From an optimization exercise on the open Yosys and OpenROAD flow, aimed at small area and a short achievable clock period; shortcuts taken in it are not production practice. Where RTL was checked, it was by simulation tests only, not by an equivalence proof against the original. Power figures rest on the tool's default switching activity, not on a simulated workload.

east:
// compute_array
module compute_array (
    input clk, clear,
    input [3:0] tile_opcode,
    input [63:0] value_a, value_b,
    output [63:0] wire_out
);
Size: about 200 I/O pins.
export LEC_CHECK = 0
export CAP_MARGIN = 0
export CORE_MARGIN = 2
export CORE_UTILIZATION = 40
export CTS_BUF_LIST = sky130_fd_sc_hd__clkbuf_8
export SETUP_SLACK_MARGIN = 3.7
export SLEW_MARGIN = 0
export SYNTH_HIERARCHICAL = 1
export SYNTH_MINIMUM_KEEP_SIZE = 0
create_clock -name core_clock -period 16.0 [get_ports {clk}]
standard.sh (not shown) runs the stock make flow with config.mk's settings and CLKGATE_MAP_FILE= SYNTH_SCRIPT=/design/flow/synth_recipe.tcl, a recipe that flattens the netlist after the stock synthesis.
==> flow/flow/run.sh <==
#!/bin/bash
# The standard layout (the standard.sh: standard synthesis, then ORFS to
# finish) with two changes:
# - the port buffers are sky130_fd_sc_hd__buf_1 cells in place of the delay
#   buffers buffer_ports picks by default;
# - before floorplanning, flow/downsize.tcl sets the combinational cells that
#   synthesis sized up back to drive strength 1 (repair sizes up again).
set -euo pipefail
here=$(pwd)
bash standard.sh synth > synth_flow.log 2>&1
bash standard.sh BUFFER_PORTS_ARGS="-buffer_cell sky130_fd_sc_hd__buf_1" \
    PRE_FLOORPLAN_TCL="$here/flow/downsize.tcl" finish > layout_flow.log 2>&1
==> flow/flow/downsize.tcl <==
# Before floorplanning: put every combinational cell that synthesis sized up
# back to its drive-strength-1 variant of the same function. The resizer's
# repair steps later size up again what slew, capacitance or timing need.
set db [ord::get_db]
set block [ord::get_db_block]
set n 0
foreach inst [$block getInsts] {
  set name [[$inst getMaster] getName]
  if { [regexp {^(sky130_fd_sc_hd__[a-z0-9]+)_([0-9]+)$} $name -> base drv] && $drv > 1 } {
    if { [string match "*__df*" $base] || [string match "*__sdf*" $base] || [string match "*__edf*" $base] } {
      continue
    }
    set master [$db findMaster ${base}_1]
    if { $master != "NULL" } {
      $inst swapMaster $master
      incr n
    }
  }
}
puts "downsize.tcl: $n instances set to drive strength 1"
east finished all stages; the layout is clean.
Modified inputs, west compared to east
--- a/flow/design.v
+++ b/flow/design.v
@@ -410,24 +410,23 @@
 reg [15:0] R;
 wire [15:0] x = input0;
 wire mac = opcode == 4'd15;
 wire read = opcode == 4'd8;
 wire arith = opcode[1:0] == 2'd3;           
 wire isadd = opcode[2:0] == 3'd3;           
 wire flagop = ~opcode[3] & (opcode[2:0] == 3'd4 | opcode[2:0] == 3'd5)
             | opcode[2:0] == 3'd6;           
 wire eqop = opcode[2:0] == 3'd6;
 wire minop = opcode == 4'd12;
 wire maxop = opcode == 4'd13;
-wire cy = cache_ok & ~clear & ~mac;
-wire readr = read & ~zeroed;
+wire cy = read | (cache_ok & ~clear & ~mac);
 wire [15:0] yn;
 genvar i;
 generate
     for (i = 0; i < 16; i = i + 1) begin: opnd
         cellMux2i ym(input1_wire[i], R[i], cy, yn[i]);
     end
 endgenerate
 wire rowsel = arith & ~isadd;
 wire [16:0] xe = {x, 1'b0};
 wire [7:0] one, two, neg, on, tn, ng;
 genvar k;
@@ -440,23 +439,23 @@
         if (k == 0) begin: d0
             assign on[k] = ~(arith & (isadd | one[k]));
         end else begin: dk
             assign on[k] = ~(rowsel & one[k]);
         end
         assign tn[k] = ~(rowsel & two[k]);
         assign ng[k] = rowsel & neg[k];
     end
 endgenerate
 wire r7b1 = (~on[7] & (~yn[1] ^ (ng[7] & ~yn[0]))) | (~tn[7] & ~yn[0]);
 wire macm = mac & mac_last;
-wire [15:0] z = ({16{isadd}} & x) | ({16{macm | readr}} & R);
+wire [15:0] z = ({16{isadd}} & x) | ({16{macm}} & R);
 wire q1;
 wire p3;
 wire q5;
 wire p7;
 wire q9;
 wire p11;
 wire q13;
 wire p15;
 wire q17;
 wire p19;
 wire q21;
@@ -939,23 +938,23 @@
 fullAdder u480(c371, s430, c428, s478, c479);
 fullAdder u483(c377, s433, c431, s481, c482);
 fullAdder u486(c383, s436, c434, s484, c485);
 fullAdder u489(c389, s439, c437, s487, c488);
 fullAdder u492(c395, s442, c440, s490, c491);
 wire [15:0] prod_n;
 prefixAdder cpa({s490, s487, s484, s481, s478, s475, s472, s469, s466, s463, s460, s457, s454, s451, s448, p3}, {c488, c485, c482, c479, c476, c473, c470, c467, c464, c461, c458, c455, c452, c449, c446, s445}, prod_n);
 wire lt, eq;
 compare16 cmp(x, yn, opcode[3], lt, eq);
 wire t_and = opcode[2:0] == 3'd1;
 wire t_x = opcode[2:0] == 3'd2 | (minop & lt) | (maxop & ~lt);
-wire t_y = opcode[2:0] == 3'd2 | (minop & ~lt) | (maxop & lt);
+wire t_y = opcode[2:0] == 3'd2 | (minop & ~lt) | (maxop & lt) | (read & ~zeroed);
 wire t_xy = t_and | t_y;
 wire t_nx = opcode == 4'd0;
 wire bit0 = flagop & (eqop ? eq : lt);
 wire [15:0] pn = {prod_n[15:1], prod_n[0] & ~bit0};
 wire [15:0] f;
 generate
     for (i = 0; i < 16; i = i + 1) begin: res
         resultBit rb(x[i], yn[i], pn[i], ~t_x, ~t_xy, ~t_y, ~t_nx, f[i]);
     end
 endgenerate
 assign cellOut = f;
## What came out
west completed end to end with timing, DRC and antenna clean. Measured against each other, east and west differ in aggregate global-route resource usage, the higher figure coming from east. The run with more routed wire is east, not west. The higher critical path arrival came out of east. In terms of clock network contribution to total cell area, west and east differ only marginally. | global-route track usage on met2 | lower: west |. Between east and west, the routability-driven placement congestion ratio is lower for west. Cmp west vs east: number of global-route vias before repair lower in west. Going from east to west, synthesized cell count did not really move; final cell count saw a decrease; fraction of area in multi-input gates picked up an extra 0.61 points; number of vias per cell fell 1.4%. A capture point of the worst path of wire_out[46] is what west shows, while wire_out[31] belongs to east. Sort east and west by worst slew margin relative to its limit, descending, and east comes first. east has a lower post-layout total power than west.
Function not checked in east: the RTL went through the layout flow alone.

==> port drivers added, routing unchanged <==
The flow's constraints put no driver on any port. The routed layouts listed below were extracted and timed again, unchanged, in two steps.
Step 1 sets driving cells, clkbuf_16 on the clock port and buf_2 on the other inputs (assumed; they add their load-dependent delay and slew).
Step 2, shift: input delay + t, output delay - t, t = (earliest + latest rising clock arrival at the registers) / 2. This alone moves slack from input paths to output paths.
Slacks: ideal ports / drivers / drivers and shift; pairs: ideal ports / drivers.
| run | t (ns) | setup slack, ns | slew at the worst register clock pin (ns) | worst slew at a driven data input, ns | cell pins on the clock port's net |
|---|---|---|---|---|---|
| east | 0.484 | 3.904 / 3.885 / 3.885 | 0.11 / 0.11 | 0.10 | 1 |
| west | 0.482 | 4.049 / 4.025 / 4.025 | 0.10 / 0.10 | 0.09 | 1 |
After both steps every run listed still meets setup and hold. The setup slack of west, which loses most, moves by -0.024 ns with the drivers and by -0.024 ns with both steps.
